Background: an optimization exercise with open tools, aiming at small area. Do not read the settings as production practice. Function was checked by simulation only, so behaviour that the tests miss may differ from the original. No activity file was given, so power comes from the tool's default toggle rates.

== the reference run ==
==> flow/design.v <==
`default_nettype none
module pong(
	input logic clk_50M,
	input logic rst,
	input logic [16:0] sw,
	input logic [3:0] btns_b,
	output logic [17:0] ledr,
	output logic [8:0] ledg,
    output logic HS, VS,
    output logic [23:0] VGA_RGB,
    output logic VGA_clk,
    output logic VGA_blank
);
	logic clk;
	assign clk = clk_50M;
	logic       clk_25M;
	logic [9:0] hc, vc;
	logic       in_play;
	logic [2:0] lscore, rscore;
	logic [9:0] bx;
	logic [8:1] by_h;
	logic       dir_x, dir_y;
	logic [9:0] period, cnt;
	logic [8:0] lp, rp;
	logic [8:0] by;
	assign by = {by_h, ~bx[0]};
	assign ledg = 9'b0;
	assign ledr = {12'b0, lscore, rscore};
	function automatic [9:0] step(input [9:0] v, input en, input down);
		logic [9:0] t;
		t[0] = en;
		for (int i = 1; i < 10; i++) t[i] = t[i-1] & (v[i-1] ^ down);
		step = v ^ t;
	endfunction
	logic h_end, v_end;
	assign h_end = hc[9] & hc[8] & (&hc[4:0]);
	assign v_end = vc[9] & vc[3];
	always_ff @(posedge clk, posedge rst) begin
		if (rst) begin
			clk_25M <= 1'b0;
			hc <= 10'd0;
			vc <= 10'd0;
		end else begin
			clk_25M <= ~clk_25M;
			hc <= (~clk_25M & h_end) ? 10'd0 : step(hc, ~clk_25M, 1'b0);
			vc <= (~clk_25M & h_end & v_end) ? 10'd0 : step(vc, ~clk_25M & h_end, 1'b0);
		end
	end
	assign VGA_clk = ~clk_25M;
	assign HS = (hc > 10'd95);
	assign VS = (vc > 10'd1);
	assign VGA_blank = (hc >= 10'd144) & (hc <= 10'd783) & (vc >= 10'd31) & (vc <= 10'd510);
	logic [2:0] stripe;
	always_comb begin
		stripe = 3'd0;
		if (hc >= 10'd144 && hc <= 10'd783) begin
			if      (hc >= 10'd704) stripe = 3'd7;
			else if (hc >= 10'd624) stripe = 3'd6;
			else if (hc >= 10'd544) stripe = 3'd5;
			else if (hc >= 10'd464) stripe = 3'd4;
			else if (hc >= 10'd384) stripe = 3'd3;
			else if (hc >= 10'd304) stripe = 3'd2;
			else if (hc >= 10'd224) stripe = 3'd1;
			else                    stripe = 3'd0;
		end
	end
	logic [2:0] stripes_color;
	assign stripes_color = {stripe[2], stripe[1], stripe[0]};
	logic [9:0] dhx, dpv, dbv;
	logic [8:0] psel;
	assign psel = hc[9] ? rp : lp;
	assign dhx = hc - bx;
	assign dpv = vc - {1'b0, psel};
	assign dbv = vc - {1'b0, by};
	logic pad_hor, in_pad, in_ball, white;
	assign pad_hor = (hc >= 10'd149 && hc <= 10'd154) || (hc >= 10'd768 && hc <= 10'd773);
	assign in_pad = pad_hor & (dpv <= 10'd40);
	assign in_ball = (dhx <= 10'd10) & (dbv <= 10'd10);
	assign white = in_pad | in_ball;
	always_comb begin
		if (sw[16])
			VGA_RGB = {stripes_color[2], 7'b0, stripes_color[1], 7'b0, stripes_color[0], 7'b0};
		else
			VGA_RGB = {24{white}};
	end
	logic upd;
	assign upd = ~|cnt;
	logic off_left, off_right, off_sides, off_top, off_bottom, off_wall;
	assign off_left   = (bx == 10'd144);
	assign off_right  = (bx == 10'd783);
	assign off_sides  = off_left | off_right;
	assign off_top    = (by == 9'd31);
	assign off_bottom = (by == 9'd510);
	assign off_wall   = off_top | off_bottom;
	logic [8:0] hsel, dhit;
	assign hsel = bx[9] ? rp : lp;
	assign dhit = by - hsel;
	logic hit_pad;
	assign hit_pad = ((bx == 10'd154) | (bx == 10'd758)) & (dhit <= 9'd40);
	logic dir_x_n, dir_y_n;
	assign dir_x_n = (upd & (hit_pad | off_sides)) ? ~dir_x : dir_x;
	assign dir_y_n = (upd & off_wall) ? ~dir_y : dir_y;
	logic [9:0] period_n;
	assign period_n = off_sides ? period - {3'b0, period[9:3]} : period;
	logic lbtn_dn, lbtn_up, rbtn_dn, rbtn_up;
	assign lbtn_dn = ~btns_b[3];
	assign lbtn_up = ~btns_b[2];
	assign rbtn_dn = ~btns_b[1];
	assign rbtn_up = ~btns_b[0];
	logic [9:0] lp_s, rp_s, bx_s, by_s, cnt_s;
	assign lp_s = step({1'b0, lp}, upd & in_play & ((lbtn_dn & ~lbtn_up & (lp != 9'd470)) | (lbtn_up & ~lbtn_dn & (lp != 9'd32))), lbtn_up);
	assign rp_s = step({1'b0, rp}, upd & in_play & ((rbtn_dn & ~rbtn_up & (rp != 9'd470)) | (rbtn_up & ~rbtn_dn & (rp != 9'd32))), rbtn_up);
	assign bx_s = step(bx, upd & in_play, ~dir_x_n);
	assign by_s = step({1'b0, by}, upd & in_play, ~dir_y_n);
	assign cnt_s = step(cnt, 1'b1, 1'b1);
	always_ff @(posedge clk, posedge rst) begin
		if (rst) begin
			in_play <= 1'b0;
			lscore <= 3'd0;
			rscore <= 3'd0;
			bx <= 10'd464;
			by_h <= 8'd135;
			dir_x <= 1'b0;
			dir_y <= 1'b0;
			period <= 10'd1000;
			cnt <= 10'd1000;
			lp <= 9'd251;
			rp <= 9'd251;
		end else begin
			cnt <= upd ? period_n : cnt_s;
			lp <= lp_s[8:0];
			rp <= rp_s[8:0];
			if (upd & off_sides) begin
				bx <= 10'd464;
				by_h <= 8'd135;
			end else begin
				bx <= bx_s;
				by_h <= by_s[8:1];
			end
			if (upd) begin
				dir_x <= dir_x_n;
				dir_y <= dir_y_n;
				period <= period_n;
				if (off_right) lscore <= lscore + 3'd1;
				if (off_left)  rscore <= rscore + 3'd1;
				if (in_play) begin
					if (off_sides) in_play <= 1'b0;
				end else if (sw[0])
					in_play <= 1'b1;
			end
		end
	end
endmodule
Settings: LEC_CHECK=0, CAP_MARGIN=20, CORE_MARGIN=2, CORE_UTILIZATION=70, SLEW_MARGIN=20; clock period 20.0 ns.
run.sh (not shown) runs the stock make flow with config.mk's settings and CLKGATE_MAP_FILE= SYNTH_SCRIPT=/design/flow/synth_recipe.tcl, a recipe that flattens the netlist after the stock synthesis.
Every stage of the flow completed for the reference run, and the final layout passed the timing, design-rule and antenna checks.
For the trial run, these inputs were changed with respect to the reference run:
-- flow/design.v --
<<< the reference run, line 27
	assign ledg = 9'b0;
	assign ledr = {12'b0, lscore, rscore};
	function automatic [9:0] step(input [9:0] v, input en, input down);
		logic [9:0] t;
		t[0] = en;
		for (int i = 1; i < 10; i++) t[i] = t[i-1] & (v[i-1] ^ down);
		step = v ^ t;
	endfunction
	logic h_end, v_end;
	assign h_end = hc[9] & hc[8] & (&hc[4:0]);
	assign v_end = vc[9] & vc[3];
	always_ff @(posedge clk, posedge rst) begin
		if (rst) begin
>>> the trial run, line 27
	assign ledg = 9'b0;
	assign ledr = {12'b0, lscore, rscore};
	logic h_end, v_end;
	assign h_end = (hc == 10'd799);
	assign v_end = (vc == 10'd520);
	always_ff @(posedge clk, posedge rst) begin
		if (rst) begin
<<< the reference run, line 43
		end else begin
			clk_25M <= ~clk_25M;
			hc <= (~clk_25M & h_end) ? 10'd0 : step(hc, ~clk_25M, 1'b0);
			vc <= (~clk_25M & h_end & v_end) ? 10'd0 : step(vc, ~clk_25M & h_end, 1'b0);
		end
	end
>>> the trial run, line 37
		end else begin
			clk_25M <= ~clk_25M;
			if (~clk_25M) begin
				hc <= h_end ? 10'd0 : hc + 10'd1;
				if (h_end)
					vc <= v_end ? 10'd0 : vc + 10'd1;
			end
		end
	end
<<< the reference run, line 85
	end
	logic upd;
	assign upd = ~|cnt;
	logic off_left, off_right, off_sides, off_top, off_bottom, off_wall;
	assign off_left   = (bx == 10'd144);
>>> the trial run, line 82
	end
	logic upd;
	assign upd = (cnt == 10'd0);
	logic off_left, off_right, off_sides, off_top, off_bottom, off_wall;
	assign off_left   = (bx == 10'd144);
<<< the reference run, line 108
	assign rbtn_dn = ~btns_b[1];
	assign rbtn_up = ~btns_b[0];
	logic [9:0] lp_s, rp_s, bx_s, by_s, cnt_s;
	assign lp_s = step({1'b0, lp}, upd & in_play & ((lbtn_dn & ~lbtn_up & (lp != 9'd470)) | (lbtn_up & ~lbtn_dn & (lp != 9'd32))), lbtn_up);
	assign rp_s = step({1'b0, rp}, upd & in_play & ((rbtn_dn & ~rbtn_up & (rp != 9'd470)) | (rbtn_up & ~rbtn_dn & (rp != 9'd32))), rbtn_up);
	assign bx_s = step(bx, upd & in_play, ~dir_x_n);
	assign by_s = step({1'b0, by}, upd & in_play, ~dir_y_n);
	assign cnt_s = step(cnt, 1'b1, 1'b1);
	always_ff @(posedge clk, posedge rst) begin
		if (rst) begin
>>> the trial run, line 105
	assign rbtn_dn = ~btns_b[1];
	assign rbtn_up = ~btns_b[0];
	always_ff @(posedge clk, posedge rst) begin
		if (rst) begin
<<< the reference run, line 128
			rp <= 9'd251;
		end else begin
			cnt <= upd ? period_n : cnt_s;
			lp <= lp_s[8:0];
			rp <= rp_s[8:0];
			if (upd & off_sides) begin
				bx <= 10'd464;
				by_h <= 8'd135;
			end else begin
				bx <= bx_s;
				by_h <= by_s[8:1];
			end
			if (upd) begin
				dir_x <= dir_x_n;
>>> the trial run, line 119
			rp <= 9'd251;
		end else begin
			cnt <= upd ? period_n : cnt - 10'd1;
			if (upd) begin
				dir_x <= dir_x_n;
<<< the reference run, line 148
				end else if (sw[0])
					in_play <= 1'b1;
			end
		end
>>> the trial run, line 130
				end else if (sw[0])
					in_play <= 1'b1;
				if (off_sides) begin
					bx <= 10'd464;
					by_h <= 8'd135;
				end else if (in_play) begin
					bx <= dir_x_n ? bx + 10'd1 : bx - 10'd1;
					by_h <= dir_y_n ? by_h + {7'd0, by[0]} : by_h - {7'd0, ~by[0]};
				end
				if (in_play) begin
					if (lbtn_dn & ~lbtn_up & (lp <= 9'd469)) lp <= lp + 9'd1;
					if (lbtn_up & ~lbtn_dn & (lp >= 9'd33))  lp <= lp - 9'd1;
					if (rbtn_dn & ~rbtn_up & (rp <= 9'd469)) rp <= rp + 9'd1;
					if (rbtn_up & ~rbtn_dn & (rp >= 9'd33))  rp <= rp - 9'd1;
				end
			end
		end
Results
Between the reference run and the trial run, the clock slew at the register clock pins of the worst setup and hold paths figures differ only marginally.
Higher x dimension of the die was reported by the trial run, not the reference run.
On height of the die, the higher figure sits with the trial run, not the reference run.
sky130_fd_sc_hd__inv_1 as the most frequent standard cell in the layout excluding fill and tap cells was reported by the trial run, and sky130_fd_sc_hd__ha_1 by the reference run.
Taking the reference run as the reference, in the trial run insertion delay to the later sink of the worst-skew pair closely matched the old numbers; clock period minus worst slack decreased by 69 ps relative to the old numbers; portion of the layout cell area used by non-clock buffers decreased by 0.51 points relative to the old numbers; wire length on met2 increased by 880 um relative to the old numbers; power attributed to the clock group increased by about 20% relative to the old numbers.
Higher final cycle utilization of the critical path goes to the reference run over the trial run.
Across both runs, count of clock buffers in the final design was higher for the trial run than for the reference run.
The trial run: critical path depth is 2 lower than what the reference run reported.
Note that the internal power consumption recorded for the trial run amounts to 1.06 times the value seen in the reference run.
The sequential share of power reported for the trial run is smaller than that of the reference run by 6.8 points.
The run showing the greater layout cell share with drive strength beyond 1 is the trial run.


Setup of old:
// pong: RTL as listed in full above, without the edits since
export LEC_CHECK = 0
export CAP_MARGIN = 20
export CORE_MARGIN = 2
export CORE_UTILIZATION = 70
export SLEW_MARGIN = 20
create_clock -name core_clock -period 20.0 [get_ports {clk_50M}]
standard.sh (not shown) runs the stock make flow with config.mk's settings and CLKGATE_MAP_FILE= SYNTH_SCRIPT=/design/flow/synth_recipe.tcl, a recipe that flattens the netlist after the stock synthesis.
==> flow/flow/run.sh <==
#!/bin/bash
# The standard ORFS layout, except that:
#  - synthesis maps the logic with several area-oriented ABC scripts, keeps
#    the smallest result, and leaves adders to ABC (no full/half-adder
#    extraction); the registers are those of the standard synthesis;
#  - each port gets the smallest buffer (buf_1) instead of the default;
#  - the clock tree is built without dummy loads.
# All output goes to standard.log; ORFS keeps per-step logs under orfs/logs.
set -euo pipefail
here=$(pwd)
export AREA_ABC_SCRIPTS="$(ls $here/flow/abc_*.script | tr '\n' ' ')"
export BUFFER_PORTS_ARGS="-buffer_cell sky130_fd_sc_hd__buf_1"
export CTS_ARGS="-sink_clustering_enable -repair_clock_nets -buf_list sky130_fd_sc_hd__clkbuf_8 -dont_use_dummy_load"
bash standard.sh SYNTH_SCRIPT=$here/flow/synth.tcl ADDER_MAP_FILE= finish > standard.log 2>&1
Other scripts of this flow, unchanged in this note and not shown: flow/flow/abc_e2.script, flow/flow/abc_e3.script, flow/flow/abc_g5.script, flow/flow/abc_h1.script, flow/flow/abc_h2.script, flow/flow/abc_h3.script, flow/flow/abc_h4.script, flow/flow/abc_h8.script, flow/flow/synth.tcl
#### Input delta (new over old)
-- flow/design.v --
<<< old, line 18
	logic       in_play;
	logic [2:0] lscore, rscore;
	logic [9:0] bx;
	logic [8:1] by_h;
	logic       dir_x, dir_y;
	logic [9:0] period, cnt;
	logic [8:0] lp, rp;
	logic [8:0] by;
	assign by = {by_h, ~bx[0]};
>>> new, line 18
	logic       in_play;
	logic [2:0] lscore, rscore;
	logic [9:0] bx, bx_q;
	logic [8:1] by_h, by_h_q;
	logic       dir_x, dir_y;
	logic [9:0] period, cnt, period_q, cnt_q;
	logic [8:0] lp, rp, lp_q, rp_q;
	assign bx = bx_q ^ 10'd464;
	assign by_h = by_h_q ^ 8'd135;
	assign period = period_q ^ 10'd1000;
	assign cnt = cnt_q ^ 10'd1000;
	assign lp = lp_q ^ 9'd251;
	assign rp = rp_q ^ 9'd251;
	logic [8:0] by;
	assign by = {by_h, ~bx[0]};
<<< old, line 119
			lscore <= 3'd0;
			rscore <= 3'd0;
			bx <= 10'd464;
			by_h <= 8'd135;
			dir_x <= 1'b0;
			dir_y <= 1'b0;
			period <= 10'd1000;
			cnt <= 10'd1000;
			lp <= 9'd251;
			rp <= 9'd251;
		end else begin
			cnt <= upd ? period_n : cnt_s;
			lp <= lp_s[8:0];
			rp <= rp_s[8:0];
			if (upd & off_sides) begin
				bx <= 10'd464;
				by_h <= 8'd135;
			end else begin
				bx <= bx_s;
				by_h <= by_s[8:1];
			end
			if (upd) begin
				dir_x <= dir_x_n;
				dir_y <= dir_y_n;
				period <= period_n;
				if (off_right) lscore <= lscore + 3'd1;
				if (off_left)  rscore <= rscore + 3'd1;
>>> new, line 125
			lscore <= 3'd0;
			rscore <= 3'd0;
			bx_q <= 10'd0;
			by_h_q <= 8'd0;
			dir_x <= 1'b0;
			dir_y <= 1'b0;
			period_q <= 10'd0;
			cnt_q <= 10'd0;
			lp_q <= 9'd0;
			rp_q <= 9'd0;
		end else begin
			cnt_q <= (upd ? period_n : cnt_s) ^ 10'd1000;
			lp_q <= lp_s[8:0] ^ 9'd251;
			rp_q <= rp_s[8:0] ^ 9'd251;
			if (upd & off_sides) begin
				bx_q <= 10'd0;
				by_h_q <= 8'd0;
			end else begin
				bx_q <= bx_s ^ 10'd464;
				by_h_q <= by_s[8:1] ^ 8'd135;
			end
			if (upd) begin
				dir_x <= dir_x_n;
				dir_y <= dir_y_n;
				period_q <= period_n ^ 10'd1000;
				if (off_right) lscore <= lscore + 3'd1;
				if (off_left)  rscore <= rscore + 3'd1;
==> run notes <==
- Any difference in final worst hold slack between new and old is small enough to ignore.
- The length of routed met2 wiring reported for new is smaller than that of old by 2.7%.
- The sequential share of layout area in new was lower than what old gave.
- Compared with old, new improves switching power.
- Compared with old, new shows die span in x lower by about 0.37%.
- new against old: clock group share of total power picked up an extra 12 points, post-layout total power lost 0.15 mW.
- Area of the die sits lower in new than in old.
- old has a higher summed area of non-filler cells in the final layout than new.
- Relative to old, part of the power in combinational logic has decreased by 21 points in new.


pong, a different RTL version from the one above (not shown whole).
Size in the first run: about 700 cells after synthesis, about 0.0054 mm2 of cells after synthesis.
==> module pong, before the edit <==
module pong(
	input logic clk_50M,
	input logic rst,
	input logic [16:0] sw,
	input logic [3:0] btns_b,
	output logic [17:0] ledr,
	output logic [8:0] ledg,
    output logic HS, VS,
    output logic [23:0] VGA_RGB,
    output logic VGA_clk,
    output logic VGA_blank
);
	logic clk;
	assign clk = clk_50M;
	logic       clk_25M;
	logic [9:0] hc, vc;
	logic       in_play;
	logic [2:0] lscore, rscore;
	logic [9:0] bx_q;
	logic [8:1] by_q;
	logic       dir_x, dir_y;
	logic [9:0] period_q, cnt_q;
	logic [8:0] lp_q, rp_q;
	logic       upd_d, pv_r, hit_r;
	logic [9:0] bx, period, cnt;
	logic [8:0] by, lp, rp;
	assign bx = bx_q ^ 10'd464;
	assign by = {by_q ^ 8'd135, ~bx[0]};
	assign period = period_q ^ 10'd1000;
	assign cnt = cnt_q ^ 10'd1000;
	assign lp = lp_q ^ 9'd251;
	assign rp = rp_q ^ 9'd251;
	assign ledg = 9'b0;
	assign ledr = {12'b0, lscore, rscore};
	function automatic [9:0] step(input [9:0] v, input en, input down);
		logic [9:0] t;
		t[0] = en;
		for (int i = 1; i < 10; i++) t[i] = t[i-1] & (v[i-1] ^ down);
		step = v ^ t;
	endfunction
	logic upd;
	assign upd = ~|cnt;
	logic h_end, v_end;
	assign h_end = hc[9] & hc[8] & (&hc[4:0]);
	assign v_end = vc[9] & vc[3];
	assign VGA_clk = ~clk_25M;
	assign HS = (hc > 10'd95);
	assign VS = (vc > 10'd1);
	assign VGA_blank = (hc >= 10'd144) & (hc <= 10'd783) & (vc >= 10'd31) & (vc <= 10'd510);
	logic [2:0] stripe;
	always_comb begin
		stripe = 3'd0;
		if (hc >= 10'd144 && hc <= 10'd783) begin
			if      (hc >= 10'd704) stripe = 3'd7;
			else if (hc >= 10'd624) stripe = 3'd6;
			else if (hc >= 10'd544) stripe = 3'd5;
			else if (hc >= 10'd464) stripe = 3'd4;
			else if (hc >= 10'd384) stripe = 3'd3;
			else if (hc >= 10'd304) stripe = 3'd2;
			else if (hc >= 10'd224) stripe = 3'd1;
			else                    stripe = 3'd0;
		end
	end
	logic [9:0] dhx, dbv;
	assign dhx = hc - bx;
	assign dbv = vc - {1'b0, by};
	logic in_ball;
	assign in_ball = (dhx <= 10'd10) & (dbv <= 10'd10);
	logic pad_hor, job_pic, sub_le;
	logic [8:0] sub_a, sub_b, sub_d;
	assign pad_hor = (hc >= 10'd149 && hc <= 10'd154) || (hc >= 10'd768 && hc <= 10'd773);
	assign job_pic = pad_hor & (clk_25M | upd_d);
	assign sub_a = job_pic ? vc[8:0] : by;
	assign sub_b = (job_pic ? hc[9] : bx[9]) ? rp : lp;
	assign sub_d = sub_a - sub_b;
	assign sub_le = (sub_d <= 9'd40);
	logic in_pad, white;
	assign in_pad = pad_hor & (job_pic ? sub_le : pv_r);
	assign white = in_pad | in_ball;
	always_comb begin
		if (sw[16])
			VGA_RGB = {stripe[2], 7'b0, stripe[1], 7'b0, stripe[0], 7'b0};
		else
			VGA_RGB = {24{white}};
	end
	logic off_left, off_right, off_sides, off_top, off_bottom, off_wall;
	assign off_left   = (bx == 10'd144);
	assign off_right  = (bx == 10'd783);
	assign off_sides  = off_left | off_right;
	assign off_top    = (by == 9'd31);
	assign off_bottom = (by == 9'd510);
	assign off_wall   = off_top | off_bottom;
	logic hit_pad;
	assign hit_pad = ((bx == 10'd154) | (bx == 10'd758)) & (job_pic ? hit_r : sub_le);
	logic dir_x_n, dir_y_n;
	assign dir_x_n = (upd & (hit_pad | off_sides)) ? ~dir_x : dir_x;
	assign dir_y_n = (upd & off_wall) ? ~dir_y : dir_y;
	logic [9:0] period_n;
	assign period_n = period - ({3'b0, period[9:3]} & {10{off_sides & upd}});
	logic lbtn_dn, lbtn_up, rbtn_dn, rbtn_up;
	assign lbtn_dn = ~btns_b[3];
	assign lbtn_up = ~btns_b[2];
	assign rbtn_dn = ~btns_b[1];
	assign rbtn_up = ~btns_b[0];
	logic [9:0] lp_s, rp_s, bx_s, by_s, cnt_s;
	assign lp_s = step({1'b0, lp}, upd & in_play & ((lbtn_dn & ~lbtn_up & (lp != 9'd470)) | (lbtn_up & ~lbtn_dn & (lp != 9'd32))), lbtn_up);
	assign rp_s = step({1'b0, rp}, upd & in_play & ((rbtn_dn & ~rbtn_up & (rp != 9'd470)) | (rbtn_up & ~rbtn_dn & (rp != 9'd32))), rbtn_up);
	assign bx_s = step(bx, upd & in_play, ~dir_x_n);
	assign by_s = step({1'b0, by}, upd & in_play, ~dir_y_n);
	assign cnt_s = step(cnt, 1'b1, 1'b1);
	always_ff @(posedge clk, posedge rst) begin
		if (rst) begin
			clk_25M <= 1'b0;
			hc <= 10'd0;
			vc <= 10'd0;
			upd_d <= 1'b0;
			pv_r <= 1'b0;
			hit_r <= 1'b0;
		end else begin
			clk_25M <= ~clk_25M;
			hc <= step(hc, ~clk_25M, 1'b0) & ~{{2{~clk_25M & h_end}}, 2'b0, ~clk_25M & h_end, 5'b0};
			vc <= step(vc, ~clk_25M & h_end, 1'b0) & ~{~clk_25M & h_end & v_end, 5'b0, ~clk_25M & h_end & v_end, 2'b0, ~clk_25M & h_end & v_end};
			upd_d <= upd;
			if (job_pic) pv_r <= sub_le;
			else         hit_r <= sub_le;
		end
	end
	always_ff @(posedge clk, posedge rst) begin
		if (rst) begin
			in_play <= 1'b0;
			lscore <= 3'd0;
			rscore <= 3'd0;
			bx_q <= 10'd0;
			by_q <= 8'd0;
			dir_x <= 1'b0;
			dir_y <= 1'b0;
			period_q <= 10'd0;
			cnt_q <= 10'd0;
			lp_q <= 9'd0;
			rp_q <= 9'd0;
		end else begin
			period_q <= period_n ^ 10'd1000;
			cnt_q <= (cnt_s & (period_n | {10{~upd}})) ^ 10'd1000;   
			lp_q <= lp_s[8:0] ^ 9'd251;
			rp_q <= rp_s[8:0] ^ 9'd251;
			if (upd & off_sides) begin
				bx_q <= 10'd0;
				by_q <= 8'd0;
			end else begin
				bx_q <= bx_s ^ 10'd464;
				by_q <= by_s[8:1] ^ 8'd135;
			end
			if (upd) begin
				dir_x <= dir_x_n;
				dir_y <= dir_y_n;
				if (off_right) lscore <= lscore + 3'd1;
				if (off_left)  rscore <= rscore + 3'd1;
				if (in_play) begin
					if (off_sides) in_play <= 1'b0;
				end else if (sw[0])
					in_play <= 1'b1;
			end
		end
	end
endmodule
Settings: LEC_CHECK=0, CAP_MARGIN=20, CORE_MARGIN=2, CORE_UTILIZATION=70, SLEW_MARGIN=20; clock period 20.0 ns.
==> flow/flow/run.sh <==
#!/bin/bash
# The standard ORFS layout, except that:
#  - synthesis maps the logic with several area-oriented ABC scripts (some
#    using &deepsyn with a time limit), keeps
#    the smallest result, and leaves adders to ABC (no full/half-adder
#    extraction); the registers are those of the standard synthesis;
#  - each port gets the smallest buffer (buf_1) instead of the default;
#  - the clock tree is built without dummy loads.
# All output goes to standard.log; ORFS keeps per-step logs under orfs/logs.
set -euo pipefail
here=$(pwd)
export AREA_ABC_SCRIPTS="$(ls $here/flow/abc_*.script | tr '\n' ' ')"
export BUFFER_PORTS_ARGS="-buffer_cell sky130_fd_sc_hd__buf_1"
export CTS_ARGS="-sink_clustering_enable -repair_clock_nets -buf_list sky130_fd_sc_hd__clkbuf_8 -dont_use_dummy_load"
bash standard.sh SYNTH_SCRIPT=$here/flow/synth.tcl ADDER_MAP_FILE= finish > standard.log 2>&1
Other scripts of this flow, unchanged in this note and not shown: flow/flow/abc_ds1.script, flow/flow/abc_ds2.script, flow/flow/abc_ds3.script, flow/flow/abc_ds4.script, flow/flow/abc_ds5.script, flow/flow/abc_ds6.script, flow/flow/abc_e2.script, flow/flow/abc_e3.script, flow/flow/abc_g5.script, flow/flow/abc_h1.script, flow/flow/abc_h2.script, flow/flow/abc_h3.script, flow/flow/abc_h4.script, flow/flow/abc_h8.script, flow/flow/synth.tcl
==> next run, changes <==
--- a/flow/design.v
+++ b/flow/design.v
@@ -94,13 +94,13 @@
 	logic hit_pad;
 	assign hit_pad = ((bx == 10'd154) | (bx == 10'd758)) & (job_pic ? hit_r : sub_le);
 	logic dir_x_n, dir_y_n;
 	assign dir_x_n = (upd & (hit_pad | off_sides)) ? ~dir_x : dir_x;
 	assign dir_y_n = (upd & off_wall) ? ~dir_y : dir_y;
 	logic [9:0] period_n;
-	assign period_n = period - ({3'b0, period[9:3]} & {10{off_sides & upd}});
+	assign period_n = off_sides ? period - {3'b0, period[9:3]} : period;
 	logic lbtn_dn, lbtn_up, rbtn_dn, rbtn_up;
 	assign lbtn_dn = ~btns_b[3];
 	assign lbtn_up = ~btns_b[2];
 	assign rbtn_dn = ~btns_b[1];
 	assign rbtn_up = ~btns_b[0];
 	logic [9:0] lp_s, rp_s, bx_s, by_s, cnt_s;
@@ -116,14 +116,14 @@
 			vc <= 10'd0;
 			upd_d <= 1'b0;
 			pv_r <= 1'b0;
 			hit_r <= 1'b0;
 		end else begin
 			clk_25M <= ~clk_25M;
-			hc <= step(hc, ~clk_25M, 1'b0) & ~{{2{~clk_25M & h_end}}, 2'b0, ~clk_25M & h_end, 5'b0};
-			vc <= step(vc, ~clk_25M & h_end, 1'b0) & ~{~clk_25M & h_end & v_end, 5'b0, ~clk_25M & h_end & v_end, 2'b0, ~clk_25M & h_end & v_end};
+			hc <= (~clk_25M & h_end) ? 10'd0 : step(hc, ~clk_25M, 1'b0);
+			vc <= (~clk_25M & h_end & v_end) ? 10'd0 : step(vc, ~clk_25M & h_end, 1'b0);
 			upd_d <= upd;
 			if (job_pic) pv_r <= sub_le;
 			else         hit_r <= sub_le;
 		end
 	end
 	always_ff @(posedge clk, posedge rst) begin
@@ -137,26 +137,26 @@
 			dir_y <= 1'b0;
 			period_q <= 10'd0;
 			cnt_q <= 10'd0;
 			lp_q <= 9'd0;
 			rp_q <= 9'd0;
 		end else begin
-			period_q <= period_n ^ 10'd1000;
-			cnt_q <= (cnt_s & (period_n | {10{~upd}})) ^ 10'd1000;   
+			cnt_q <= (upd ? period_n : cnt_s) ^ 10'd1000;
 			lp_q <= lp_s[8:0] ^ 9'd251;
 			rp_q <= rp_s[8:0] ^ 9'd251;
 			if (upd & off_sides) begin
 				bx_q <= 10'd0;
 				by_q <= 8'd0;
 			end else begin
 				bx_q <= bx_s ^ 10'd464;
 				by_q <= by_s[8:1] ^ 8'd135;
 			end
 			if (upd) begin
 				dir_x <= dir_x_n;
 				dir_y <= dir_y_n;
+				period_q <= period_n ^ 10'd1000;
 				if (off_right) lscore <= lscore + 3'd1;
 				if (off_left)  rscore <= rscore + 3'd1;
 				if (in_play) begin
 					if (off_sides) in_play <= 1'b0;
 				end else if (sw[0])
 					in_play <= 1'b1;
What happened: Total power is about the same. Clock skew barely changes. Die area stays flat. Via count goes up by 0.84%. Wire length increases by 3.2%. Clock power hardly moves. Sequential power hardly moves. Final cell count fell by 0.96%. Combinational power fell by 5.2%. Flip-flop and latch count stays the same. Synthesized area hardly moves. Critical path depth does not change.

-- re-timing with driven ports --
The results above use ideal ports. As a check the final layouts listed here were re-extracted and re-timed, cells and wires unchanged. Step 1 (the two cells are an assumption about what drives the block):
set clk [get_ports {clk_50M}]
set_driving_cell -lib_cell sky130_fd_sc_hd__clkbuf_16 $clk
set_driving_cell -lib_cell sky130_fd_sc_hd__buf_2 [delete_from_list [all_inputs] $clk]
Step 2, shift: input delay + t, output delay - t, t = (earliest + latest rising clock arrival at the registers) / 2. This alone moves slack from input paths to output paths. Three values: ideal ports, drivers, drivers and shift; two values: the first two.
run	shift t [ns]	setup WS [ns]	hold WS [ns]	worst setup path after step 2	slew at the worst register clock pin (ns)
the reference run	0.411	8.888 / 8.868 / 8.868	0.444 / 0.444 / 0.444	input to output	0.09 / 0.09
the trial run	0.408	8.956 / 8.933 / 8.933	0.476 / 0.476 / 0.476	input to output	0.09 / 0.09
old	0.378	10.613 / 10.593 / 10.593	0.467 / 0.467 / 0.467	input to output	0.09 / 0.09
new	0.385	10.828 / 10.809 / 10.809	0.469 / 0.469 / 0.469	input to output	0.10 / 0.10
the first run of note 3	0.389	9.430 / 9.395 / 9.784	0.453 / 0.453 / 0.453	register to output	0.10 / 0.10
the second run of note 3	0.388	9.172 / 9.144 / 9.532	0.461 / 0.461 / 0.461	register to output	0.10 / 0.10
After both steps every run listed still meets setup and hold. For the trial run, which loses most, drivers alone change the setup slack by -0.023 ns; drivers and shift together by -0.023 ns.
